Context: an optimization exercise on an open-source flow, tuned for small area and a short achievable clock period. The choices shown serve that exercise and are no tape-out recipe.
At most, simulation tests tie the RTL to the original design; equivalence was not proved.
The RTL of runs 3 to 5 was laid out without a check of its function.
Power figures rest on the tool's default switching activity, not on a simulated workload.

[design/flow/run.sh]
#!/bin/bash
# synth_recipe.tcl (not shown) runs the flow's synth.tcl, then flattens the netlist and writes it again
# the make line also repeats each setting of config.mk as NAME=value (left out here)
make -C /OpenROAD-flow-scripts/flow DESIGN_CONFIG=/design/flow/config.mk WORK_HOME=/design/flow/orfs CLKGATE_MAP_FILE= SYNTH_SCRIPT=/design/flow/synth_recipe.tcl finish
[design/flow/config.mk]
export PLATFORM = sky130hd
export DESIGN_NAME = fifo_nit
export DESIGN_NICKNAME = fifo_nit
export VERILOG_FILES = /design/flow/design.v
export SDC_FILE = /design/flow/constraint.sdc
export NUM_CORES = 4
export LEC_CHECK = 0
export CAP_MARGIN = 20
export CORE_MARGIN = 2
export CORE_UTILIZATION = 40
export PLACE_DENSITY = 0.6
export SLEW_MARGIN = 20
[design/flow/constraint.sdc]
create_clock -name core_clock -period 5.0 [get_ports {Clk}]
set_input_delay 1.0000 -clock core_clock [delete_from_list [all_inputs] [get_ports {Clk}]]
set_output_delay 1.0000 -clock core_clock [all_outputs]
set_load 0.01 [all_outputs]
[design/flow/design.v]
`timescale 1ns / 1ps
module fifo_nit( 
    input  Clk,        
    input  RD,         
    input  WR,         
    input  EN,         
    input  [31:0] dataIn,    
    output reg [31:0] dataOut,   
    input  Rst,        
    output EMPTY,      
    output FULL        
);
reg [3:0] Count;                 
reg [31:0] FIFO [0:7];           
reg [2:0] readCounter;           
reg [2:0] writeCounter;          
assign EMPTY = (Count == 0) ? 1'b1 : 1'b0;
assign FULL = (Count == 8) ? 1'b1 : 1'b0;
always @ (posedge Clk) begin
    if (EN == 1'b0);   
    else begin
        if (Rst) begin
            readCounter <= 0;
            writeCounter <= 0;
            Count <= 0;
        end
        else begin
            if (RD == 1'b1 && Count != 0) begin
                dataOut <= FIFO[readCounter];
                readCounter <= readCounter + 1;
                Count <= Count - 1;
            end
            else if (WR == 1'b1 && Count < 8) begin
                FIFO[writeCounter] <= dataIn;
                writeCounter <= writeCounter + 1;
                Count <= Count + 1;
            end
        end
    end
    if (writeCounter == 8)
        writeCounter <= 0;
    else if (readCounter == 8)
        readCounter <= 0;
end
endmodule
==> run notes, run 1 <==
* Result of the run: timing/DRC/antenna clean
* First-pass DRT Iterations at 4
* Maximum number of pins on one net before global-route repair at 60
* Clk slew on worst S/H paths at 60 ps
* Ratio of cells with drive above 1 in the final layout at 0.268
* Crit path time final at between 3000 and 4000 ps
* Post-route clock skew at 11.2 ps
* Post-route worst setup slack at 1760 ps
* Syn Std Cell Area at 0.0113 mm2
* Setup slack at placement at 1550 ps
* Layout Nets at approximately 600
* Final standard cell count with taps included and fillers excluded at 961
* Maximum net fanout on the critical path at 6
* Placed cell count at roughly 900
* Die outline width at ~170 um
* H-tree Lvls at 1
* Number of warning messages in the yosys log at 1
* Average instance area after synthesis at between 20 and 25 um2
* Die extent in y at 172 um
* Number of port buffers at 70
* Clock tree from TritonCTS: built
* Master cell of the clock root buffer: clkbuf_16
* Total cell area at the placement stage at ~0.012 mm2
* Net count after synthesis at 505
* Most common cell after layout, fill and taps aside: edfxtp_1
* Worst min-delay path category: flip-flop to flip-flop
* Worst setup path category: flip-flop to primary output
* Total clock sinks at about 300
* Final wirelength at just over 20000 um
* Post-Syn Instances at 463
* Vias in the first global route at approximately 5300
* Mean routed wirelength per cell at 21.3 um
* Maximum VDD drop at 0.311 mV
* Number of fillers in the final layout at roughly 2300
* Antenna violations before repair at 0
* Total congestion overflow at 0
* PD cells at 383 mW/mm2
* Number of flip-flops and latches in the synthesized netlist at 298
* Required arrival time at the worst endpoint at 4000 ps
* Count of unique library cells instantiated by Yosys at 29
* Actual slew at the worst max-slew pin at around 860 ps
* Final hold violation count at 0
* Antenna cell count at 0
* Number of buffers inserted by hold repair at cts at 0
* DR DRC count at 0
* Total power of the final layout at just over 5 mW
* Setup repair after global routing missed its margin: false
* Layout-stage area growth over the synthesis result at 18.7%
* Core area at 0.0278 mm2
* Starting density of the core at 0.405
* Commonest non-fill, non-tap cells in the layout: edfxtp_1 (298), clkdlybuf4s50_1 (70), mux4_2 (57)
* Number of cells upsized or downsized after cts at 0
* Total of endpoints with negative setup slack in the final report at 0
* Clock latency reported for the late side of the worst-skew pair at 540 ps
* Num CTS Buffers at 29
* Post-detailed-route via-to-cell ratio at 5.05
* Pleak at 4.20 nW
* Placer's final routability congestion estimate at 0.721
* Startpoint Class: flip-flop
* Relative slew slack at 0.427
* Final Cell Area at 0.0134 mm2
* Final-report max-slew violation count at 0
* Reported max-cap violation count at 0
* Full die area at 0.0295 mm2
* DP Wirelength at between 10000 and 15000 um
* Overall via count from detail_route at 4857
* Buffer levels on the longest clock path at 3
* DRC marker count from the first detailed-route iteration at 444
* Capturing element type of the critical path: primary output
* Post-route clock period utilization at 0.648
* Global router's overall resource usage at 0.142
* Post-CTS Repair Setup Buffers at 0
* Count of pins on the block boundary at 71
* Proportion of synthesized chip area in sequential cells at 0.794
* Setup TNS Final at 0 ps
* Remaining number of nets flagged by the antenna check after routing at 0
* Wire length of the first global-routing pass at 31300 um
* Floorplan row count at between 60 and 70
* CP Data Arrival Time at 2240 ps
* Top achievable clock speed at between 0.3 and 0.4 GHz
## worst max-delay path, cell delays in order, from the launching register on
cell,delay (ps)
edfxtp_1,500
nor4_1,550
clkdlybuf4s50_1,640
## Yosys cell counts
cell / instances / area, um2
ha_1: 4 / 50.1
nand4b_4: 1 / 23.8
or2_2: 1 / 6.26
a211oi_1: 1 / 7.51
nor3_1: 7 / 35.0
a21boi_0: 1 / 7.51
a21oi_1: 1 / 5.00
fa_1: 1 / 20.0
nand2_1: 3 / 11.3
o41ai_4: 1 / 27.5
clkbuf_1: 8 / 30.0
xnor2_1: 3 / 26.3
buf_6: 6 / 67.6
nor4b_1: 1 / 8.76
nand2b_1: 4 / 25.0
o211a_1: 1 / 10.0
mux4_1: 7 / 184
buf_2: 4 / 20.0
buf_1: 1 / 3.75
mux2_2: 32 / 360
edfxtp_1: 298 / 8950
inv_1: 4 / 15.0
nor2_1: 6 / 22.5
mux4_2: 57 / 1280
nor4_1: 3 / 18.8
nor2b_1: 4 / 25.0
nand3_1: 1 / 5.00
nor3b_1: 1 / 7.51
xor2_1: 1 / 8.76
## worst paths after layout
| path | to | start | cells past startpoint | slack [ps] |
|---|---|---|---|---|
| setup reg to reg | FIFO[3][22] | Count[0] | 4 | 2180 |
| hold reg to reg | dataOut[5] | FIFO[7][5] | 2 | 750 |
| hold / removal | dataOut[5] | FIFO[7][5] | 2 | 750 |
| setup / recovery | EMPTY | Count[0] | 2 | 1760 |
## flip-flops by register name, summed over array words and instances, names as in the netlist
signal and cells:
writeCounter 3, FIFO 256, dataOut 32, Count 4
readCounter 3
## where the power goes
part | internal, mW | total [mW] | switching (mW)
clock network | 1.16 | 2.02 | 0.863
registers | 2.78 | 2.81 | 0.0215
logic | 0.148 | 0.286 | 0.139
total | 4.09 | 5.11 | 1.02
## metrics by stage
| stage | hold WS (ps) | util |
|---|---|---|
| detailed placement | 737 | 0.449 |
| global route | 769 | 0.481 |
| global placement | 697 | 0.449 |
| finish | 752 | 0.481 |
| floorplan | 640 | - |
| CTS | 748 | 0.481 |
## per-layer routing
| metal | vias to the layer above | global-route usage | part of all wire |
|---|---|---|---|
| li1 | 2160 | - | - |
| met1 | 2547 | 0.195 | 0.44 |
| met2 | 128 | 0.235 | 0.49 |
| met3 | 22 | 0.0283 | 0.057 |
| met4 | 0 | 0.0340 | 0.014 |
| met5 | - | 0 | 0 |
## cell families (layout without fill, tap and decap cells)
group / count (synthesis) / count (layout) / synth area share
XOR/XNOR: 4 / 4 / 0.00311
buffers and inverters: 23 / 143 / 0.0121
multiplexers: 96 / 96 / 0.162
AND/OR/NAND/NOR: 32 / 32 / 0.0168
AO/OA/AOI/OAI: 5 / 5 / 0.00511
flip-flops: 298 / 298 / 0.794
adder cells (fa/ha/maj): 5 / 5 / 0.00622
## layout make-up
type,count,area (um2),area share
well taps,378,473,0.0354
clock inverters,19,138,0.0103
multi-input cells,142,2230,0.167
flip-flops and latches,298,8950,0.669
repair buffers,86,821,0.0614
inverters,4,15.0,0.00112
clock buffers,34,744,0.0557
==> run 2, diff against run 1 <==
==> design/flow/design.v (replaced) <==
`timescale 1ns / 1ps
module fifo_nit(
    input  Clk,
    input  RD,
    input  WR,
    input  EN,
    input  [31:0] dataIn,
    output reg [31:0] dataOut,
    input  Rst,
    output EMPTY,
    output FULL
);
reg [3:0] wp;           
reg [3:0] rp;           
reg       empty_q;
reg       full_q;
reg [31:0] mem [0:7];
assign EMPTY = empty_q;
assign FULL  = full_q;
wire rst_en = EN & Rst;
wire rd_acc = EN & ~Rst & RD & ~empty_q;
wire wr_acc = EN & ~Rst & WR & ~full_q & ~(RD & ~empty_q);
wire [3:0] wp_inc = {wp[2:0], ~wp[3]};
wire [3:0] rp_inc = {rp[2:0], ~rp[3]};
function [7:0] jdec;
    input [3:0] q;
    begin
        jdec[0] = ~q[3] & ~q[0];
        jdec[1] =  q[0] & ~q[1];
        jdec[2] =  q[1] & ~q[2];
        jdec[3] =  q[2] & ~q[3];
        jdec[4] =  q[3] &  q[0];
        jdec[5] = ~q[0] &  q[1];
        jdec[6] = ~q[1] &  q[2];
        jdec[7] = ~q[2] &  q[3];
    end
endfunction
wire [7:0] wsel = jdec(wp);
wire [7:0] rsel = jdec(rp);
always @(posedge Clk) begin
    if (rst_en) begin
        wp      <= 4'd0;
        rp      <= 4'd0;
        empty_q <= 1'b1;
        full_q  <= 1'b0;
    end else if (rd_acc) begin
        rp      <= rp_inc;
        empty_q <= (rp_inc == wp);
        full_q  <= 1'b0;
    end else if (wr_acc) begin
        wp      <= wp_inc;
        empty_q <= 1'b0;
        full_q  <= (wp_inc == rp);
    end
end
genvar i;
generate
    for (i = 0; i < 8; i = i + 1) begin : g_mem
        always @(posedge Clk)
            if (!full_q && wsel[i])
                mem[i] <= dataIn;
    end
endgenerate
reg [31:0] rdata;
integer k;
always @(*) begin
    rdata = 32'd0;
    for (k = 0; k < 8; k = k + 1)
        rdata = rdata | ({32{rsel[k]}} & mem[k]);
end
always @(posedge Clk)
    if (rd_acc)
        dataOut <= rdata;
endmodule
==> run 2 against run 1 <==
Against the previous run:
- first-iteration DRC count is 35% higher
- hold slack worse by 180 ps
- clock skew shrank 2.8 ps
- still clean on timing, DRC and antenna
- critical endpoint is now FULL
- global-route usage rose by 3.5 points
- clock power rose by 11%
- sequential cell count unchanged
- sequential power up 3%
- count of clock-buffer cells in the layout rose by 6
- cell area up 0.52%
- non-clock buffer count fell by 3
==> run notes, run 2 <==
* Vias in the first global route at 6562 (+23%)
* Total clock sinks at 298 (unchanged)
* DP Wirelength at 13300 um (+13%)
* Worst r2r src: rp[3]
* Average instance area after synthesis at 16.2 um2 (-33%)
* Routed metal-1 wire length at 11300 um (+26%)
* Relative slew slack at 0.318 (-0.110)
* Most common cell after layout, fill and taps aside: edfxtp_1
* Total congestion overflow at 0 (unchanged)
* Floorplan row count at 61 (unchanged)
* Number of warning messages in the yosys log at 2 (+1)
* First-pass DRT Iterations at 5 (+1)
* Final-report max-slew violation count at 0 (unchanged)
* Buf/Inv on CP at 1 (unchanged)
* Post-Syn Instances at 697 (+51%)
* Starting density of the core at 0.406 (+0.000856)
* Post-CTS Repair Setup Buffers at 0 (unchanged)
* Number of fillers in the final layout at 2347 (+3.3%)
* Result of the run: timing/DRC/antenna clean
* Antenna violations before repair at 2 (+2)
* Wire length of the first global-routing pass at 38800 um (+24%)
* Routed wire length on met3 at 1300 um (+11%)
* Number of port buffers at 70 (unchanged)
* Reported max-cap violation count at 0 (unchanged)
* Remaining number of nets flagged by the antenna check after routing at 0 (unchanged)
* Registers with the most flip-flops: mem x256, dataOut x32
* Required arrival time at the worst endpoint at 4000 ps (about the same)
* Post-route clock period utilization at 0.544 (-0.104)
* Routed length on met2 at 13000 um (+30%)
* Number of buffers inserted by hold repair at cts at 0 (unchanged)
* Die extent in y at 172 um (+0.10%)
* Share of the synthesized area in the top cell type at 0.766 (-0.0283)
* Full die area at 0.0296 mm2 (+0.20%)
* Layout-stage area growth over the synthesis result at 19.0%
* Maximum number of pins on one net before global-route repair at 46 (-23%)
* Beginning of the worst hold path: mem[1][31]
* Top reg by flops: mem
* Core area at 0.0278 mm2 (unchanged)
* Die outline width at 172 um (+0.10%)
* Top flip-flop cell by instance count after synthesis: edfxtp_1
* Delay of the slowest cell on the worst path at 630 ps (about the same)
* Master cell of the clock root buffer: clkbuf_16
* Clk slew on worst S/H paths at 60 ps (about the same)
* Capturing element type of the critical path: primary output
* DR DRC count at 0 (unchanged)
* Count of flip-flops with a built-in enable after synthesis at 288 (-3.4%)
* Ratio of cells with drive above 1 in the final layout at 0.0961 (-0.172)
* Clock latency reported for the late side of the worst-skew pair at 500 ps (-40 ps)
* Post-route clock skew at 8.44 ps (-2.80 ps)
* Global router's overall resource usage at 0.177 (+0.0353)
* DRC marker count from the first detailed-route iteration at 598 (+35%)
* Final hold violation count at 0 (unchanged)
* Setup TNS Final at 0 ps (unchanged)
* Maximum VDD drop at 0.237 mV (-24%)
* FFs w/ async S/R, synth at 0 (unchanged)
* PD cells at 408 mW/mm2 (+6.5%)
* Post-synth top cells: edfxtp_1 (288), nand2b_1 (72), a21oi_1 (58)
* Sequential cell area at 0.00885 mm2 (-1.1%)
* Clock tree from TritonCTS: built
* Slowest library cell on the worst path: clkdlybuf4s50_1
* Syn Std Cell Area at 0.0113 mm2 (+0.21%)
* Number of flip-flops and latches in the synthesized netlist at 298 (unchanged)
* Worst setup path category: flip-flop to primary output
* Uppermost metal layer occupied by signal nets: met5
* Actual slew at the worst max-slew pin at 1020 ps (+164 ps)
* Placer's final routability congestion estimate at 0.758 (+5.2%)
* Synth top area cells: edfxtp_1 (77%), nand2b_1 (4.0%), a221oi_1 (2.9%), a21oi_1 (2.6%), dfxtp_1 (1.8%)
* Total of endpoints with negative setup slack in the final report at 0 (unchanged)
* Max reg flops at 256 (unchanged)
* Layout Nets at 806 (+34%)
* Post-detailed-route via-to-cell ratio at 5.40 (+6.9%)
* Startpoint Class: flip-flop
* Worst min-delay path category: flip-flop to flip-flop
* Buffer levels on the longest clock path at 3 (unchanged)
* Pleak at 4.41 nW (+5.0%)
* Proportion of synthesized chip area in sequential cells at 0.784 (-0.0105)
* Count of unique library cells instantiated by Yosys at 37 (+28%)
* Cell family with the largest share of critical-path delay: buffers and inverters
* Count of pins on the block boundary at 71 (unchanged)
* Multi-input gate area in the final layout at 0.00227 mm2 (+2.0%)
* CP Data Arrival Time at 1720 ps (-520 ps)
* Commonest non-fill, non-tap cells in the layout: edfxtp_1 (288), nand2b_1 (72), clkdlybuf4s50_1 (70)
* Critical Path Source: full_q
* Final wirelength at 26000 um (+27%)
* Top achievable clock speed at 0.368 GHz (+19%)
* Overall via count from detail_route at 6319 (+30%)
* Mean routed wirelength per cell at 22.2 um (+4.4%)
* Dominant cell type by area after synthesis: edfxtp_1
* Maximum net fanout on the critical path at 11 (+5)
* Number of cells upsized or downsized after cts at 0 (unchanged)
* Num CTS Buffers at 34 (+17%)
* H-tree Lvls at 2 (+1)
* Final cell utilization of the core at 0.484 (+0.00252)
* Setup repair after global routing missed its margin: false
* Net count after synthesis at 734 (+45%)
* Series of cell instances along the critical path: clkdlybuf4s50_1
* Most instantiated library cell after synthesis: edfxtp_1
* Crit path time final at 2720 ps (-522 ps)
## run 2: cell types whose count changed after synthesis, sizes merged, moves of 10 or more
cell    before  now
a21oi        1   58
a221oi       0   38
a22o         0   17
clkbuf       8   37
dfxtp        0   10
edfxtp     298  288
mux2        32    0
mux4        64    0
nand2        3   40
nand2b       4   72
nor2b        4   28
o21ai        0   12
or4          0   17
## run 2: worst paths after layout
check,end,slack (ps),depth (start not counted)
worst max register to register,dataOut[21],2310,3
worst min register to register,dataOut[31],570,2
worst max-delay path,FULL,2280,1
worst min-delay path,dataOut[31],570,2
## run 2: kinds of logic after synthesis
kind of cell / after synthesis / synth area share
AND/OR/NAND/NOR: 187 / 0.0980
buffers and inverters: 52 / 0.0200
multiplexers: 4 / 0.00355
flip-flops: 298 / 0.784
XOR/XNOR: 8 / 0.00621
AO/OA/AOI/OAI: 148 / 0.0884
## run 2: worst reg2reg max path, stage by stage (launching register included)
cell and delay (ps):
dfxtp_2 1000, inv_1 750, a221oi_1 500, o22ai_1 170
## run 2: power by group
part           internal [mW]  leakage (nW)  switching (mW)
Sequential              2.86          2.73          0.0423
Combinational          0.128          1.17           0.191
Clock                   1.33         0.505           0.924
## run 2: cell type report
| class | instances | share of cell area |
|---|---|---|
| timing repair buffer | 83 | 0.0594 |
| clock buffer | 40 | 0.0697 |
| inverter | 5 | 0.00140 |
| multi-input combinational | 347 | 0.169 |
| clock inverter | 18 | 0.00605 |
| sequential | 298 | 0.659 |
| antenna | 1 | 0.000186 |
| tap | 378 | 0.0352 |
## run 2: per-stage QoR
step / total power, mW / hold WS, ps / instances / setup WS [ps] / area, um2
final: 5.48 / 569 / 1170 / 2280 / 13400
after global placement: 3.26 / 545 / 1111 / 2090 / 12400
after CTS: 5.52 / 571 / 1169 / 2250 / 13400
after floorplan: 3.12 / 527 / 697 / 1570 / 11300
after detailed placement: 3.28 / 553 / 1111 / 2000 / 12400
after global routing: 5.66 / 586 / 1170 / 2140 / 13400
## run 2: routing by layer
layer | global-route usage | up-vias
li1 | - | 2847
met3 | 0.0307 | 32
met4 | 0.0504 | 2
met1 | 0.229 | 3263
met5 | 0 | -
met2 | 0.309 | 175
==> run 3, diff against run 2 <==
==> design/flow/design.v (replaced) <==
`timescale 1ns / 1ps
module fifo_nit(
    input  Clk,
    input  RD,
    input  WR,
    input  EN,
    input  [31:0] dataIn,
    output reg [31:0] dataOut,
    input  Rst,
    output EMPTY,
    output FULL
);
reg [3:0] wp;           
reg [7:0] rp;           
reg       empty_q;      
reg       full_q;
reg       ne_q;         
reg       nf_q;
reg [31:0] mem [0:7];
assign EMPTY = empty_q;
assign FULL  = full_q;
wire rst_en = EN & Rst;
wire rd_acc = EN & ~Rst & RD & ne_q;
wire wr_acc = EN & ~Rst & WR & nf_q & ~(RD & ne_q);
function [7:0] jdec;
    input [3:0] q;
    begin
        jdec[0] = ~q[3] & ~q[0];
        jdec[1] =  q[0] & ~q[1];
        jdec[2] =  q[1] & ~q[2];
        jdec[3] =  q[2] & ~q[3];
        jdec[4] =  q[3] &  q[0];
        jdec[5] = ~q[0] &  q[1];
        jdec[6] = ~q[1] &  q[2];
        jdec[7] = ~q[2] &  q[3];
    end
endfunction
wire [7:0] wsel   = jdec(wp);
wire [3:0] wp_inc = {wp[2:0], ~wp[3]};
wire [7:0] wsel_inc = {wsel[6:0], wsel[7]};
wire [7:0] rp_inc = {rp[6:0], rp[7]};
always @(posedge Clk) begin
    if (rst_en) begin
        wp      <= 4'd0;
        rp      <= 8'd1;
        empty_q <= 1'b1;
        full_q  <= 1'b0;
        ne_q    <= 1'b0;
        nf_q    <= 1'b1;
    end else if (rd_acc) begin
        rp      <= rp_inc;
        empty_q <= |(rp_inc & wsel);
        full_q  <= 1'b0;
        ne_q    <= ~|(rp_inc & wsel);
        nf_q    <= 1'b1;
    end else if (wr_acc) begin
        wp      <= wp_inc;
        empty_q <= 1'b0;
        full_q  <= |(wsel_inc & rp);
        ne_q    <= 1'b1;
        nf_q    <= ~|(wsel_inc & rp);
    end
end
genvar i;
generate
    for (i = 0; i < 8; i = i + 1) begin : g_mem
        always @(posedge Clk)
            if (nf_q && wsel[i])
                mem[i] <= dataIn;
    end
endgenerate
reg [31:0] rdata;
integer k;
always @(*) begin
    rdata = 32'd0;
    for (k = 0; k < 8; k = k + 1)
        rdata = rdata | ({32{rp[k]}} & mem[k]);
end
always @(posedge Clk)
    if (rd_acc)
        dataOut <= rdata;
endmodule
--- a/design/flow/config.mk
+++ b/design/flow/config.mk
@@ -9,4 +9,5 @@
 export CORE_MARGIN = 2
 export CORE_UTILIZATION = 40
 export PLACE_DENSITY = 0.6
+export SETUP_SLACK_MARGIN = 3.2
 export SLEW_MARGIN = 20
==> run 3 against run 2 <==
Against the previous run:
- power up 4.0%
- worst setup slack better by 590 ps
- final cell count down 11%
- sequential power up 5%
- non-clock buffer count up 12
- sequential share of layout area up 3.4 points
- highest routed layer unchanged
- maximum frequency up 28%
- cell area down 3.6%
- wire length down 1.1%
- area after synthesis down 4.4%
- die area down 4.3%
- utilization up 0.12 points
- still clean
==> run notes, run 3 <==
* Ratio of cells with drive above 1 in the final layout at 0.203 (+0.106)
* Wire length of the first global-routing pass at 38100 um (-1.7%)
* Buffer levels on the longest clock path at 3 (unchanged)
* Count of pins on the block boundary at 71 (unchanged)
* Top flip-flop cell by instance count after synthesis: edfxtp_1
* Crit path time final at 2130 ps (-592 ps)
* Full die area at 0.0283 mm2 (-4.3%)
* Worst min-delay path category: flip-flop to flip-flop
* Number of warning messages in the yosys log at 2 (unchanged)
* R2r worst-path depth at 1 (-2)
* Number of flip-flops and latches in the synthesized netlist at 304 (+2.0%)
* Post-synth top cells: edfxtp_1 (288), a22oi_1 (128), nand4_1 (32)
* Core area at 0.0267 mm2 (-3.8%)
* Total of endpoints with negative setup slack in the final report at 0 (unchanged)
* H-tree Lvls at 1 (-1)
* Relative slew slack at 0.491 (+0.174)
* Top achievable clock speed at 0.470 GHz (+28%)
* Setup repair after global routing missed its margin: true
* Num CTS Buffers at 31 (-8.8%)
* Die extent in y at 168 um (-2.2%)
* DR DRC count at 0 (unchanged)
* Pleak at 4.11 nW (-6.8%)
* Clk slew on worst S/H paths at 60 ps (about the same)
* Clock tree from TritonCTS: built
* Post-route clock skew at 11.9 ps (+3.44 ps)
* Remaining number of nets flagged by the antenna check after routing at 0 (unchanged)
* Total congestion overflow at 0 (unchanged)
* DRC marker count from the first detailed-route iteration at 593 (-0.84%)
* Layout Nets at 714 (-11%)
* Critical path destination: dataOut[30]
* Result of the run: timing/DRC/antenna clean
* Post-Syn Instances at 583 (-16%)
* Layer carrying the most global-route usage: met2
* Series of cell instances along the critical path: buf_2
* Synth top area cells: edfxtp_1 (80%), a22oi_1 (8.9%), dfxtp_1 (3.0%), nand4_1 (1.9%), nand2_1 (0.87%)
* CP Data Arrival Time at 1130 ps (-590 ps)
* Critical Path Source: dataOut[30]
* Capturing element type of the critical path: primary output
* Floorplan row count at 60 (-1.6%)
* Sequential fraction of design power at 0.535 (+0.005)
* Worst r2r src: wp[2]
* Net count after synthesis at 620 (-16%)
* Commonest non-fill, non-tap cells in the layout: edfxtp_1 (288), a22oi_1 (128), clkdlybuf4s50_1 (34)
* Maximum VDD drop at 0.308 mV (+30%)
* Proportion of synthesized chip area in sequential cells at 0.831 (+0.0473)
* Slowest library cell on the worst path: edfxtp_1
* Clock latency reported for the late side of the worst-skew pair at 550 ps (+50 ps)
* Total clock sinks at 304 (+2.0%)
* Post-route clock period utilization at 0.425 (-0.118)
* Cell internal power dissipation at 4.46 mW (+3.2%)
* Sw power at 1.24 mW (+6.8%)
* Top reg by flops: mem
* Path length in cells of the critical path at 1 (unchanged)
* Startpoint Class: flip-flop
* Placer's final routability congestion estimate at 0.781 (+3.0%)
* Die outline width at 168 um (-2.2%)
* Max reg flops at 256 (unchanged)
* Global router's overall resource usage at 0.182 (+0.00430)
* Final-report max-slew violation count at 0 (unchanged)
* Met2 track demand over resource at 0.315 (+0.00619)
* Average instance area after synthesis at 18.5 um2 (+14%)
* Mean routed wirelength per cell at 24.7 um (+11%)
* Post-detailed-route via-to-cell ratio at 5.68 (+5.1%)
* Registers with the most flip-flops: mem x256, dataOut x32, rp x8
* Endpoint of the worst register-to-register path: mem[6][10]
* FFs w/ async S/R, synth at 0 (unchanged)
* Final wirelength at 25700 um (-1.1%)
* Final hold violation count at 0 (unchanged)
* Vias in the first global route at 6221 (-5.2%)
* Most common cell after layout, fill and taps aside: edfxtp_1
* Count of flip-flops with a built-in enable after synthesis at 288 (unchanged)
* Total power of the final layout at 5.69 mW (+4.0%)
* Master cell of the clock root buffer: clkbuf_16
* Final cell utilization of the core at 0.485 (+0.00123)
* Most instantiated library cell after synthesis: edfxtp_1
* PD cells at 439 mW/mm2 (+7.8%)
* First-pass DRT Iterations at 5 (unchanged)
* Relative contribution of the clock network to total power at 0.396 (-0.015)
* Setup TNS Final at 0 ps (unchanged)
* Reported max-cap violation count at 0 (unchanged)
* Worst setup path category: flip-flop to primary output
* R2R setup slack at 3260 ps (+950 ps)
* Dominant cell type by area after synthesis: edfxtp_1
* Syn Std Cell Area at 0.0108 mm2 (-4.4%)
* Cell family with the largest share of critical-path delay: flip-flops
* Delay of the slowest cell on the worst path at 420 ps (-210 ps)
* Number of port buffers at 70 (unchanged)
* Buf/Inv on CP at 1 (unchanged)
* Met3 demand-to-capacity share in global routing at 0.0331 (+0.00247)
* Antenna violations before repair at 1 (-1)
* Actual slew at the worst max-slew pin at 762 ps (-262 ps)
* Maximum net fanout on the critical path at 1 (-10)
* Final standard cell count with taps included and fillers excluded at 1043 (-11%)
* Starting density of the core at 0.404 (-0.00258)
* Share of the synthesized area in the top cell type at 0.801 (+0.0354)
* Share of power burned in combinational logic at 0.069 (+0.011)
* DP Wirelength at 12900 um (-2.8%)
* Layout-stage area growth over the synthesis result at 20.1%
* Required arrival time at the worst endpoint at 4000 ps (about the same)
* Maximum number of pins on one net before global-route repair at 41 (-11%)
* Met1 track utilization from global routing at 0.235 (+0.00568)
* Overall via count from detail_route at 5923 (-6.3%)
* Placed cell count at 971 (-13%)
* Count of unique library cells instantiated by Yosys at 36 (-2.7%)
* Switching fraction of total power at 0.217 (+0.00567)
==> run 3: cell types whose count changed in the layout (fill, tap and decap cells not counted), moves of 25 or more <==
cell	change
a21oi_1	-46
a221oi_1	-38
a22oi_1	+122
buf_2	+30
clkdlybuf4s50_1	-36
nand2b_1	-65
nand4_1	+29
nor2b_1	-25
==> run 3: how the worst min path moves through the flow <==
stage                        from      end  slack, ps  cells past startpoint
after floorplan           empty_q  empty_q        470                      2
after global placement    empty_q  empty_q        450                      2
after detailed placement  empty_q  empty_q        460                      2
after CTS                 empty_q  empty_q        470                      2
after global routing      empty_q  empty_q        490                      2
final                     empty_q  empty_q        470                      2
==> run 3: worst min-delay path, delay by kind of cell (launching register included) <==
kind | cells | cell delay [ps]
flops | 1 | 320
simple gates | 1 | 60
compound gates | 1 | 50
==> run 3: timing repair <==
action                     CTS  global route
cloned                       2             1
gates resized for setup    158             8
hold endpoints to repair     0             0
setup buffers                7             4
hold buffers                 0             0
setup endpoints to repair  317           161
pin swaps                    8             1
==> run 3: final cells by class <==
cell class	instances	area, um2
Tap cell	341	427
Clock buffer	35	791
Clock inverter	22	216
Inverter	2	37.5
Timing Repair inverter	1	11.3
Timing Repair Buffer	95	758
Sequential cell	304	8980
Antenna cell	1	2.50
Multi-Input combinational cell	242	1730
Fill cell	2213	13800
==> run 3: per-layer routing <==
layer | up-vias | routed length (um)
li1 | 2601 | -
met1 | 2992 | 10300
met2 | 263 | 12900
met3 | 65 | 1860
met4 | 2 | 644
met5 | - | 12
==> run 3: cells by family (layout without fill, tap and decap cells) <==
logic type      after synthesis  count (layout)  share of synthesized area
flops                       304             304                      0.831
compound gates              149             149                      0.103
simple gates                 87              89                     0.0445
buf+inv                      39             155                     0.0177
mux                           4               4                    0.00371
other cells                   0               1                          0
==> run 3: power groups by stage <==
stage	Clock (mW)	Sequential, mW	Combinational, mW
global placement	0	3.09	0.376
detailed placement	0	3.10	0.388
global route	2.40	3.06	0.430
floorplan	0	3.07	0.209
finish	2.25	3.05	0.395
CTS	2.29	3.05	0.394
==> run 3: through the flow <==
step	worst slack (ps)	hold slack [ps]	area (um2)
final	2870	466	13000
after global routing	2840	489	13000
after CTS	2710	469	12900
after detailed placement	2430	459	11900
after global placement	2500	448	11900
after floorplan	2710	473	10800
==> run 4, diff against run 3 <==
--- a/design/flow/config.mk
+++ b/design/flow/config.mk
@@ -8,6 +8,8 @@
 export CAP_MARGIN = 20
 export CORE_MARGIN = 2
 export CORE_UTILIZATION = 40
+export CTS_CLUSTER_DIAMETER = 80
+export CTS_CLUSTER_SIZE = 30
 export PLACE_DENSITY = 0.6
 export SETUP_SLACK_MARGIN = 3.2
 export SLEW_MARGIN = 20
==> run 4 against run 3 <==
Against the previous run:
- sequential power about the same
- largest cell class unchanged
- count of clock-buffer cells in the layout is 18 lower
- register-to-register slack improved by 20 ps
- still clean
- critical path type unchanged
==> run notes, run 4 <==
* Sequential cell area at 0.00899 mm2 (about the same)
* Slowest library cell on the worst path: edfxtp_1
* Clock tree from TritonCTS: built
* Final cell utilization of the core at 0.464 (-0.0212)
* Met3 demand-to-capacity share in global routing at 0.0282 (-0.00494)
* Post-synth top cells: edfxtp_1 (288), a22oi_1 (128), nand4_1 (32)
* Die extent in y at 168 um (unchanged)
* Proportion of synthesized chip area in sequential cells at 0.831 (unchanged)
* Clk slew on worst S/H paths at 100 ps (+40 ps)
* FFs w/ async S/R, synth at 0 (unchanged)
* Total clock sinks at 304 (unchanged)
* Buffer levels on the longest clock path at 3 (unchanged)
* Crit path time final at 2080 ps (-47.9 ps)
* Share of the synthesized area in the top cell type at 0.801 (unchanged)
* Pleak at 3.83 nW (-6.7%)
* Number of port buffers at 70 (unchanged)
* Capturing element type of the critical path: primary output
* DR DRC count at 0 (unchanged)
* Master cell of the clock root buffer: clkbuf_16
* Most common cell after layout, fill and taps aside: edfxtp_1
* Total congestion overflow at 0 (unchanged)
* Cell family with the largest share of critical-path delay: flip-flops
* Actual slew at the worst max-slew pin at 604 ps (-158 ps)
* Number of fillers in the final layout at 2255 (+1.9%)
* Average instance area after synthesis at 18.5 um2 (unchanged)
* Floorplan row count at 60 (unchanged)
* Remaining number of nets flagged by the antenna check after routing at 0 (unchanged)
* Met1 track utilization from global routing at 0.232 (-0.00305)
* Post-route clock skew at 15.0 ps (+3.16 ps)
* Result of the run: timing/DRC/antenna clean
* Maximum VDD drop at 0.278 mV (-9.8%)
* Layout-stage area growth over the synthesis result at 14.8%
* Total of endpoints with negative setup slack in the final report at 0 (unchanged)
* Final-report max-slew violation count at 0 (unchanged)
* Wire length of the first global-routing pass at 37900 um (-0.56%)
* Count of unique library cells instantiated by Yosys at 36 (unchanged)
* Post-route clock period utilization at 0.416 (-0.00959)
* DP Wirelength at 12900 um (unchanged)
* Total cell area at the placement stage at 0.0119 mm2 (unchanged)
* Net count after synthesis at 620 (unchanged)
* Global router's overall resource usage at 0.180 (-0.00125)
* Final wirelength at 25300 um (-1.6%)
* Full die area at 0.0283 mm2 (unchanged)
* Clock latency reported for the late side of the worst-skew pair at 490 ps (-60 ps)
* Top reg by flops: mem
* Number of flip-flops and latches in the synthesized netlist at 304 (unchanged)
* Commonest non-fill, non-tap cells in the layout: edfxtp_1 (288), a22oi_1 (128), clkdlybuf4s50_1 (33)
* Count of pins on the block boundary at 71 (unchanged)
* Post-detailed-route via-to-cell ratio at 5.70 (+0.40%)
* Critical Path Source: dataOut[30]
* H-tree Lvls at 1 (unchanged)
* Core area at 0.0267 mm2 (unchanged)
* Layout Nets at 698 (-2.2%)
* Worst setup path category: flip-flop to primary output
* Num CTS Buffers at 15 (-52%)
* Most instantiated library cell after synthesis: edfxtp_1
* Top achievable clock speed at 0.481 GHz (+2.3%)
* Required arrival time at the worst endpoint at 4000 ps (about the same)
* Top flip-flop cell by instance count after synthesis: edfxtp_1
* Post-Syn Instances at 583 (unchanged)
* Maximum net fanout on the critical path at 1 (unchanged)
* Number of buffers inserted by hold repair at cts at 0 (unchanged)
* Beginning of the worst hold path: empty_q
* Layer carrying the most global-route usage: met2
* Series of cell instances along the critical path: buf_2
* Dominant cell type by area after synthesis: edfxtp_1
* Max reg flops at 256 (unchanged)
* Starting density of the core at 0.404 (unchanged)
* Startpoint Class: flip-flop
* CP Data Arrival Time at 1080 ps (-50 ps)
* Count of flip-flops with a built-in enable after synthesis at 288 (unchanged)
* Synth top area cells: edfxtp_1 (80%), a22oi_1 (8.9%), dfxtp_1 (3.0%), nand4_1 (1.9%), nand2_1 (0.87%)
* Overall via count from detail_route at 5753 (-2.9%)
* Setup repair after global routing missed its margin: true
* First-pass DRT Iterations at 5 (unchanged)
* Final hold violation count at 0 (unchanged)
* Multi-input gate area in the final layout at 0.00173 mm2 (unchanged)
* Mean routed wirelength per cell at 25.1 um (+1.7%)
* Placer's final routability congestion estimate at 0.781 (unchanged)
* Final Cell Area at 0.0124 mm2 (-4.4%)
* DRC marker count from the first detailed-route iteration at 607 (+2.4%)
* Delay of the slowest cell on the worst path at 430 ps (about the same)
* PD cells at 386 mW/mm2 (-12%)
* Reported max-cap violation count at 0 (unchanged)
* Registers with the most flip-flops: mem x256, dataOut x32, rp x8
* Ratio of cells with drive above 1 in the final layout at 0.171 (-0.0317)
* Antenna violations before repair at 1 (unchanged)
* Maximum number of pins on one net before global-route repair at 32 (-22%)
* Setup TNS Final at 0 ps (unchanged)
* Buf/Inv on CP at 1 (unchanged)
* Relative slew slack at 0.597 (+0.106)
* Worst min-delay path category: flip-flop to flip-flop
* Met2 track demand over resource at 0.324 (+0.00930)
* Syn Std Cell Area at 0.0108 mm2 (unchanged)
* Die outline width at 168 um (unchanged)
* Number of warning messages in the yosys log at 2 (unchanged)
* Vias in the first global route at 6033 (-3.0%)
* Worst r2r src: rp[3]
run 4: layout make-up:
class                   count  area share
repair inverters            1    0.000909
flip-flops and latches    304       0.725
clock inverters             6     0.00545
clock buffers              17      0.0309
multi-input cells         242       0.140
well taps                 341      0.0344
inverters                   2     0.00192
repair buffers             95      0.0614
diodes                      1    0.000202
run 4: worst reg2reg max path: stages (launching register included):
cell and delay, ps:
dfxtp_2 610, buf_4 440, nand2b_1 120, a31oi_1 230
o31ai_2 110, o21a_1 110
run 4: report_power, final:
part	total, mW	switching, mW	leakage, nW	internal, mW
Clock	1.34	0.759	0.220	0.582
Sequential	3.04	0.0742	2.78	2.97
Combinational	0.396	0.247	0.835	0.149
run 4: worst paths after layout:
| check | endpoint | slack, ps | depth (start not counted) |
|---|---|---|---|
| max | dataOut[30] | 2920 | 1 |
| min | empty_q | 470 | 2 |
| max reg2reg | nf_q | 3280 | 5 |
| min reg2reg | empty_q | 470 | 2 |
run 4: per-stage QoR:
stage	total power [mW]	worst slack (ps)	hold WS, ps	std cells
after floorplan	3.28	2710	473	583
after global placement	3.47	2500	448	971
after detailed placement	3.49	2430	459	971
after CTS	4.81	2750	475	1008
after global routing	4.95	2880	495	1008
final	4.78	2920	471	1009
run 4: logic make-up (layout without fill, tap and decap cells):
kind of cell,count (synthesis),in the layout,synth area share
buffers and inverters,39,121,0.0177
AO/OA/AOI/OAI,149,149,0.103
other,0,1,0
multiplexers,4,4,0.00371
flip-flops,304,304,0.831
AND/OR/NAND/NOR,87,89,0.0445
run 4: what timing repair did:
| item | 4_1_cts | 5_1_grt |
|---|---|---|
| gates cloned | 3 | 0 |
| setup endpoints to repair | 317 | 106 |
| pin swaps | 9 | 0 |
| buffers inserted | 11 | 0 |
| resized for setup | 159 | 9 |
run 4: layer usage:
metal	part of all wire	up-vias
li1	-	2542
met1	0.42	2973
met2	0.51	198
met3	0.057	38
met4	0.016	2
met5	0.00063	-
==> run 5, diff against run 4 <==
--- a/design/flow/design.v
+++ b/design/flow/design.v
@@ -72,11 +72,10 @@
 reg [31:0] rdata;
 integer k;
 always @(*) begin
-    rdata = 32'd0;
+    rdata = {32{~rd_acc}} & dataOut;
     for (k = 0; k < 8; k = k + 1)
-        rdata = rdata | ({32{rp[k]}} & mem[k]);
+        rdata = rdata | ({32{rd_acc & rp[k]}} & mem[k]);
 end
 always @(posedge Clk)
-    if (rd_acc)
-        dataOut <= rdata;
+    dataOut <= rdata;
 endmodule
==> run 5 against run 4 <==
Against the previous run:
- die area decreased by 0.69%
- largest cell class unchanged
- sequential share of layout area decreased by 3.7 points
- clock power barely moved
- critical path depth did not move
- critical path type unchanged
- sequential power grew 6.9%
- cell area up 2.2%
- via count rose by 3.1%
- worst setup slack better by 86 ps
- still clean on timing, DRC and antenna
- final cell count increased by 0.99%
- power up 16%
==> run notes, run 5 <==
* Average instance area after synthesis at 17.7 um2 (-4.5%)
* Result of the run: timing/DRC/antenna clean
* Remaining number of nets flagged by the antenna check after routing at 0 (unchanged)
* Post-detailed-route via-to-cell ratio at 5.82 (+2.1%)
* Overall via count from detail_route at 5934 (+3.1%)
* Crit path time final at 1990 ps (-86.5 ps)
* Total of endpoints with negative setup slack in the final report at 0 (unchanged)
* Number of fillers in the final layout at 2146 (-4.8%)
* Final-report max-slew violation count at 0 (unchanged)
* Antenna violations before repair at 0 (-1)
* Total cell area at the placement stage at 0.0117 mm2 (-1.5%)
* Antenna cell count at 0 (-1)
* Series of cell instances along the critical path: buf_6
* Final wirelength at 25900 um (+2.4%)
* Relative slew slack at 0.544 (-0.0528)
* R2R setup slack at 3090 ps (-190 ps)
* PD cells at 438 mW/mm2 (+14%)
* Critical path destination: dataOut[14]
* Number of flip-flops and latches in the synthesized netlist at 304 (unchanged)
* Vias in the first global route at 5848 (-3.1%)
* Total clock sinks at 304 (unchanged)
* Core area at 0.0262 mm2 (-1.9%)
* Maximum number of pins on one net before global-route repair at 37 (+16%)
* Sequential cell area at 0.00872 mm2 (-3.0%)
* Worst setup path category: flip-flop to primary output
* Worst r2r src: wp[3]
* Capturing element type of the critical path: primary output
* H-tree Lvls at 1 (unchanged)
* Count of pins on the block boundary at 71 (unchanged)
* Starting density of the core at 0.409 (+0.00509)
* Synth top area cells: edfxtp_1 (72%), dfxtp_1 (9.0%), a22o_1 (5.6%), a221oi_1 (5.2%), a31oi_1 (1.9%)
* Delay of the slowest cell on the worst path at 380 ps (-50 ps)
* Clk slew on worst S/H paths at 110 ps (about the same)
* R2r worst-path depth at 1 (-4)
* Clock latency reported for the late side of the worst-skew pair at 490 ps (about the same)
* Proportion of synthesized chip area in sequential cells at 0.807 (-0.0240)
* Placer's final routability congestion estimate at 0.789 (+1.0%)
* Count of unique library cells instantiated by Yosys at 32 (-11%)
* Maximum VDD drop at 0.192 mV (-31%)
* Setup slack at placement at 2000 ps (-431 ps)
* Post-synth top cells: edfxtp_1 (256), a22o_1 (69), a221oi_1 (64)
* Full die area at 0.0281 mm2 (-0.69%)
* Count of flip-flops with a built-in enable after synthesis at 256 (-11%)
* Max reg flops at 256 (unchanged)
* Setup TNS Final at 0 ps (unchanged)
* Global router's overall resource usage at 0.179 (-0.00141)
* Clock tree from TritonCTS: built
* Post-route worst setup slack at 3010 ps (+86.5 ps)
* Path length in cells of the critical path at 1 (unchanged)
* Number of port buffers at 70 (unchanged)
* Mean routed wirelength per cell at 25.4 um (+1.4%)
* Dominant cell type by area after synthesis: edfxtp_1
* Top reg by flops: mem
* DR DRC count at 0 (unchanged)
* FFs w/ async S/R, synth at 0 (unchanged)
* Critical Path Source: dataOut[14]
* Layout Nets at 713 (+2.1%)
* Multi-input gate area in the final layout at 0.00196 mm2 (+14%)
* Net count after synthesis at 643 (+3.7%)
* Buffer levels on the longest clock path at 3 (unchanged)
* CP Data Arrival Time at 990 ps (-90 ps)
* Die extent in y at 168 um (-0.35%)
* Registers with the most flip-flops: mem x256, dataOut x32, rp x8
* Syn Std Cell Area at 0.0107 mm2 (-0.71%)
* Final Cell Area at 0.0127 mm2 (+2.2%)
* Startpoint Class: flip-flop
* Ratio of cells with drive above 1 in the final layout at 0.211 (+0.0396)
* DRC marker count from the first detailed-route iteration at 546 (-10%)
* Post-route clock period utilization at 0.398 (-0.0173)
* Actual slew at the worst max-slew pin at 682 ps (+78.2 ps)
* Worst min-delay path category: flip-flop to flip-flop
* Total congestion overflow at 0 (unchanged)
* Top flip-flop cell by instance count after synthesis: edfxtp_1
* First-pass DRT Iterations at 5 (unchanged)
* Num CTS Buffers at 14 (-1)
* Most instantiated library cell after synthesis: edfxtp_1
* Maximum net fanout on the critical path at 2 (+1)
* Most common cell after layout, fill and taps aside: edfxtp_1
* Post-Syn Instances at 606 (+3.9%)
* Final hold violation count at 0 (unchanged)
* Number of warning messages in the yosys log at 2 (unchanged)
* Post-route clock skew at 14.9 ps (-0.145 ps)
* Final cell utilization of the core at 0.483 (+0.0194)
* Commonest non-fill, non-tap cells in the layout: edfxtp_1 (256), a22o_1 (69), a221oi_1 (64)
* Die outline width at 168 um (-0.35%)
* Pleak at 4.10 nW (+6.9%)
* Required arrival time at the worst endpoint at 4000 ps (about the same)
* Floorplan row count at 59 (-1.7%)
* Reported max-cap violation count at 0 (unchanged)
* Master cell of the clock root buffer: clkbuf_16
* Cell family with the largest share of critical-path delay: flip-flops
* Wire length of the first global-routing pass at 37300 um (-1.7%)
* Buf/Inv on CP at 1 (unchanged)
* DP Wirelength at 11800 um (-8.8%)
* Top achievable clock speed at 0.502 GHz (+4.3%)
* Setup repair after global routing missed its margin: true
* Slowest library cell on the worst path: dfxtp_4
* Number of buffers inserted by hold repair at cts at 0 (unchanged)
* Endpoint of the worst register-to-register path: mem[4][10]
* Layout-stage area growth over the synthesis result at 18.2%
* Share of the synthesized area in the top cell type at 0.718 (-0.0840)
run 5: timing repair:
item                                    CTS  global route
endpoints found under the setup margin  294           156
gates resized for setup                 235            16
cloned                                    6             2
pin swaps                                 2             3
buffers inserted                          7             6
run 5: power breakdown:
| part | internal [mW] | switching (mW) |
|---|---|---|
| registers | 3.07 | 0.181 |
| clock network | 0.603 | 0.743 |
| logic | 0.516 | 0.439 |
| total | 4.18 | 1.36 |
run 5: layout make-up:
type                    instances  area share
clock inverters                 2     0.00198
repair buffers                 97      0.0874
inverters                       2    0.000593
flip-flops and latches        304       0.688
multi-input cells             257       0.155
well taps                     335      0.0331
clock buffers                  22      0.0333
run 5: routing by layer:
metal / global-route usage / vias up / share of wire
li1: - / 2651 / -
met1: 0.237 / 3040 / 0.40
met5: 0 / - / 0
met4: 0.0457 / 0 / 0.021
met2: 0.310 / 204 / 0.51
met3: 0.0274 / 39 / 0.065
run 5: worst min-delay path by stage:
stage	startpoint	end	slack, ps	cells after the start
4_1_cts	ne_q	ne_q	500	1
5_1_grt	empty_q	empty_q	520	2
3_3_place_gp	empty_q	empty_q	450	2
6_report	empty_q	empty_q	490	2
3_5_place_dp	ne_q	ne_q	470	1
2_1_floorplan	ne_q	ne_q	440	1
run 5: per-stage QoR:
step / hold WS, ps / instances / power (mW)
after floorplan: 440 / 606 / 3.59
after global placement: 451 / 974 / 4.06
after detailed placement: 467 / 974 / 4.09
after CTS: 495 / 1011 / 5.56
after global routing: 515 / 1019 / 5.76
final: 487 / 1019 / 5.55
run 5: tightest hold or removal path, stage by stage (launching register included):
cell and delay [ps]:
dfxtp_2 340, nand2_1 50, o21ai_0 70
run 5: kinds of logic (layout without fill, tap and decap cells):
group / after synthesis / count (layout) / share of synthesized area
buffers and inverters: 47 / 123 / 0.0197
muxes: 4 / 4 / 0.00385
DFF: 304 / 304 / 0.807
AOI/OAI and AO/OA: 185 / 185 / 0.140
and+or+nand+nor: 66 / 68 / 0.0290
==> run 6, diff against run 5 <==
--- a/design/flow/design.v
+++ b/design/flow/design.v
@@ -12,16 +12,14 @@
 );
 reg [3:0] wp;           
 reg [7:0] rp;           
-reg       empty_q;      
+reg       empty_q;
 reg       full_q;
-reg       ne_q;         
-reg       nf_q;
 reg [31:0] mem [0:7];
 assign EMPTY = empty_q;
 assign FULL  = full_q;
 wire rst_en = EN & Rst;
-wire rd_acc = EN & ~Rst & RD & ne_q;
-wire wr_acc = EN & ~Rst & WR & nf_q & ~(RD & ne_q);
+wire rd_acc = EN & ~Rst & RD & ~empty_q;
+wire wr_acc = EN & ~Rst & WR & ~full_q & ~(RD & ~empty_q);
 function [7:0] jdec;
     input [3:0] q;
     begin
@@ -45,37 +43,32 @@
         rp      <= 8'd1;
         empty_q <= 1'b1;
         full_q  <= 1'b0;
-        ne_q    <= 1'b0;
-        nf_q    <= 1'b1;
     end else if (rd_acc) begin
         rp      <= rp_inc;
         empty_q <= |(rp_inc & wsel);
         full_q  <= 1'b0;
-        ne_q    <= ~|(rp_inc & wsel);
-        nf_q    <= 1'b1;
     end else if (wr_acc) begin
         wp      <= wp_inc;
         empty_q <= 1'b0;
         full_q  <= |(wsel_inc & rp);
-        ne_q    <= 1'b1;
-        nf_q    <= ~|(wsel_inc & rp);
     end
 end
 genvar i;
 generate
     for (i = 0; i < 8; i = i + 1) begin : g_mem
         always @(posedge Clk)
-            if (nf_q && wsel[i])
+            if (!full_q && wsel[i])
                 mem[i] <= dataIn;
     end
 endgenerate
 reg [31:0] rdata;
 integer k;
 always @(*) begin
-    rdata = {32{~rd_acc}} & dataOut;
+    rdata = 32'd0;
     for (k = 0; k < 8; k = k + 1)
-        rdata = rdata | ({32{rd_acc & rp[k]}} & mem[k]);
+        rdata = rdata | ({32{rp[k]}} & mem[k]);
 end
 always @(posedge Clk)
-    dataOut <= rdata;
+    if (rd_acc)
+        dataOut <= rdata;
 endmodule
--- a/design/flow/config.mk
+++ b/design/flow/config.mk
@@ -8,8 +8,5 @@
 export CAP_MARGIN = 20
 export CORE_MARGIN = 2
 export CORE_UTILIZATION = 40
-export CTS_CLUSTER_DIAMETER = 80
-export CTS_CLUSTER_SIZE = 30
 export PLACE_DENSITY = 0.6
-export SETUP_SLACK_MARGIN = 3.2
 export SLEW_MARGIN = 20
==> run 6 against run 5 <==
Against the previous run:
- clock power increased by 52%
- utilization increased by 0.32 points
- still clean
- clock skew up 3.9 ps
- combinational power decreased by 71%
- area after synthesis hardly changed
==> run notes, run 6 <==
* CP Data Arrival Time at 2020 ps (+1030 ps)
* Total power of the final layout at 5.27 mW (-5.1%)
* Count of pins on the block boundary at 71 (unchanged)
* Worst r2r src: wp[3]
* Capturing element type of the critical path: primary output
* Final wirelength at 23600 um (-8.8%)
* FFs w/ async S/R, synth at 0 (unchanged)
* Number of fillers in the final layout at 2102 (-2.1%)
* R2R setup slack at 2620 ps (-470 ps)
* Worst setup path category: flip-flop to primary output
* Final standard cell count with taps included and fillers excluded at 1006 (-1.3%)
* Post-Syn Instances at 572 (-5.6%)
* Maximum VDD drop at 0.216 mV (+12%)
* Dominant cell type by area after synthesis: edfxtp_1
* Floorplan row count at 59 (unchanged)
* PD cells at 413 mW/mm2 (-5.7%)
* Maximum number of pins on one net before global-route repair at 41 (+11%)
* Crit path time final at 3020 ps (+1030 ps)
* Global router's overall resource usage at 0.167 (-0.0115)
* Total clock sinks at 302 (-0.66%)
* Startpoint Class: flip-flop
* Syn Std Cell Area at 0.0107 mm2 (about the same)
* Number of buffers inserted by hold repair at cts at 0 (unchanged)
* Buffer levels on the longest clock path at 3 (unchanged)
* Post-route clock skew at 18.8 ps (+3.88 ps)
* Slowest library cell on the worst path: dfxtp_1
* Starting density of the core at 0.409 (about the same)
* Number of warning messages in the yosys log at 2 (unchanged)
* Required arrival time at the worst endpoint at 4000 ps (about the same)
* Worst Hold End: empty_q
* Number of port buffers at 70 (unchanged)
* Post-route clock period utilization at 0.604 (+0.206)
* Clock latency reported for the late side of the worst-skew pair at 540 ps (+50 ps)
* Clock tree from TritonCTS: built
* Placed cell count at 955 (-2.0%)
* Total of endpoints with negative setup slack in the final report at 0 (unchanged)
* Pleak at 3.92 nW (-4.4%)
* Beginning of the worst hold path: empty_q
* DP Wirelength at 11500 um (-2.3%)
* Synth top area cells: edfxtp_1 (81%), a22oi_1 (9.1%), dfxtp_1 (2.6%), nand4_1 (1.9%), clkbuf_1 (0.74%)
* Mean routed wirelength per cell at 23.5 um (-7.7%)
* Maximum net fanout on the critical path at 11 (+9)
* Actual slew at the worst max-slew pin at 1030 ps (+347 ps)
* Proportion of synthesized chip area in sequential cells at 0.833 (+0.0260)
* R2r worst-path depth at 3 (+2)
* Worst min-delay path category: flip-flop to flip-flop
* Remaining number of nets flagged by the antenna check after routing at 0 (unchanged)
* Commonest non-fill, non-tap cells in the layout: edfxtp_1 (288), a22oi_1 (130), clkdlybuf4s50_1 (70)
* Final hold violation count at 0 (unchanged)
* Top reg by flops: mem
* Total congestion overflow at 0 (unchanged)
* Count of flip-flops with a built-in enable after synthesis at 288 (+13%)
* Final-report max-slew violation count at 0 (unchanged)
* Clk slew on worst S/H paths at 60 ps (-50 ps)
* Setup repair after global routing missed its margin: false
* Post-CTS Repair Setup Buffers at 0 (-7)
* Average instance area after synthesis at 18.7 um2 (+6.0%)
* Delay of the slowest cell on the worst path at 810 ps (+430 ps)
* DR DRC count at 0 (unchanged)
* Top achievable clock speed at 0.331 GHz (-34%)
* Overall via count from detail_route at 5689 (-4.1%)
* Num CTS Buffers at 29 (+15)
* Full die area at 0.0281 mm2 (about the same)
* Relative slew slack at 0.313 (-0.232)
* Most common cell after layout, fill and taps aside: edfxtp_1
* Post-detailed-route via-to-cell ratio at 5.66 (-2.9%)
* Max reg flops at 256 (unchanged)
* Cell family with the largest share of critical-path delay: flip-flops
* Result of the run: timing/DRC/antenna clean
* Ratio of cells with drive above 1 in the final layout at 0.112 (-0.0986)
* Post-synth top cells: edfxtp_1 (288), a22oi_1 (130), nand4_1 (32)
* Count of unique library cells instantiated by Yosys at 30 (-6.3%)
* Buf/Inv on CP at 1 (unchanged)
* Core area at 0.0262 mm2 (unchanged)
* Die extent in y at 168 um (about the same)
* Number of flip-flops and latches in the synthesized netlist at 302 (-0.66%)
* Layout Nets at 688 (-3.5%)
* Placer's final routability congestion estimate at 0.751 (-4.7%)
* Top flip-flop cell by instance count after synthesis: edfxtp_1
* First-pass DRT Iterations at 5 (unchanged)
* Setup TNS Final at 0 ps (unchanged)
* Antenna violations before repair at 1 (+1)
* Net count after synthesis at 609 (-5.3%)
* Endpoint of the worst register-to-register path: mem[7][13]
* Vias in the first global route at 5773 (-1.3%)
* Share of the synthesized area in the top cell type at 0.807 (+0.0895)
* Wire length of the first global-routing pass at 35500 um (-4.7%)
* DRC marker count from the first detailed-route iteration at 713 (+31%)
* Die outline width at 168 um (about the same)
* Layout-stage area growth over the synthesis result at 18.9%
* Master cell of the clock root buffer: clkbuf_16
* Number of cells upsized or downsized after cts at 0 (-100%)
* Registers with the most flip-flops: mem x256, dataOut x32, rp x8
* Number of cells traversed by the worst hold path at 2 (unchanged)
* Reported max-cap violation count at 0 (unchanged)
* Series of cell instances along the critical path: clkdlybuf4s50_1
* Most instantiated library cell after synthesis: edfxtp_1
* H-tree Lvls at 1 (unchanged)
-- run 6: cell types whose count changed after synthesis, moves of 5 or more --
cell,delta
a221oi_1,-61
nor2_1,-31
clkbuf_1,-7
edfxtp_1,+32
a22oi_1,+125
nand3_1,-5
dfxtp_1,-34
nand4_1,+32
nand2_1,+8
a21oi_1,+5
a31oi_1,-33
nor3_1,+7
a22o_1,-69
-- run 6: area by class of cell --
| type | instances | area, um2 | area share |
|---|---|---|---|
| multi-input combinational | 228 | 1670 | 0.131 |
| clock inverter | 16 | 144 | 0.0113 |
| tap | 335 | 419 | 0.0329 |
| timing repair buffer | 86 | 821 | 0.0644 |
| inverter | 4 | 15.0 | 0.00118 |
| antenna | 1 | 2.50 | 0.000196 |
| clock buffer | 34 | 744 | 0.0584 |
| sequential | 302 | 8930 | 0.701 |
-- run 6: report_power, final --
group | switching (mW) | total [mW] | internal [mW]
Clock | 0.883 | 2.05 | 1.16
Sequential | 0.0395 | 2.94 | 2.90
Combinational | 0.177 | 0.281 | 0.104
Total | 1.10 | 5.27 | 4.17
-- run 6: how the worst max path moves through the flow --
stage	from	to	slack (ps)	cells after the start
detailed placement	EN	dataOut[28]	2000	3
global placement	RD	dataOut[20]	2070	4
finish	full_q	FULL	1980	1
CTS	full_q	FULL	1950	1
global route	full_q	FULL	1870	1
floorplan	wp[2]	mem[6][0]	1800	3
-- run 6: per-stage QoR --
step	area, um2	hold slack, ps	utilization	setup slack (ps)
floorplan	10700	517	-	1800
global placement	11900	478	0.452	2070
detailed placement	11900	491	0.452	2000
CTS	12700	509	0.486	1950
global route	12700	565	0.486	1870
finish	12700	500	0.486	1980
-- run 6: cells by family (layout without fill, tap and decap cells) --
kind of cell,Yosys count,after routing,share of synthesized area
AOI/OAI and AO/OA,149,149,0.102
buffers and inverters,42,140,0.0188
DFF,302,302,0.833
muxes,4,4,0.00374
other,0,1,0
and+or+nand+nor,75,75,0.0424
-- run 6: layer usage --
layer | global-route usage | part of all wire | up-vias
li1 | - | - | 2524
met1 | 0.238 | 0.44 | 2925
met2 | 0.270 | 0.47 | 205
met3 | 0.0291 | 0.069 | 35
met4 | 0.0435 | 0.018 | 0
met5 | 0 | 0 | -
-- run 6: worst min-delay path, cell delays in order, from the launching register on --
cell and delay [ps]:
dfxtp_1 340, a21oi_1 70, o21ai_0 60

-- what the ideal ports hide --
In the flow no input, the clock included, has a driving cell. The finished layouts below were timed again as built, in two steps.
Step 1 sets driving cells, clkbuf_16 on the clock port and buf_2 on the other inputs (assumed; they add their load-dependent delay and slew).
Step 2 also shifts input and output timing later by t, the mid clock arrival at the registers, as if the neighbouring blocks saw the same clock.
a / b / c = no drivers / after step 1 / after step 2; a / b = the first two.
run	shift t [ns]	setup WS [ns]	worst setup path at the end	worst data-port slew with drivers (ns)	pins driven straight from the clock port
run 1	0.585	1.760 / 1.712 / 1.593	input to register	0.06	1
run 2	0.542	2.282 / 2.236 / 1.997	input to register	0.09	1
run 3	0.595	2.874 / 2.827 / 2.648	input to register	0.07	1
run 4	0.532	2.922 / 2.875 / 2.747	input to register	0.08	1
run 5	0.534	3.008 / 2.960 / 2.721	input to register	0.07	1
run 6	0.578	1.978 / 1.934 / 2.000	input to register	0.10	1
After both steps every run listed still meets setup and hold. The setup slack of run 5, which loses most, moves by -0.048 ns with the drivers and by -0.287 ns with both steps.
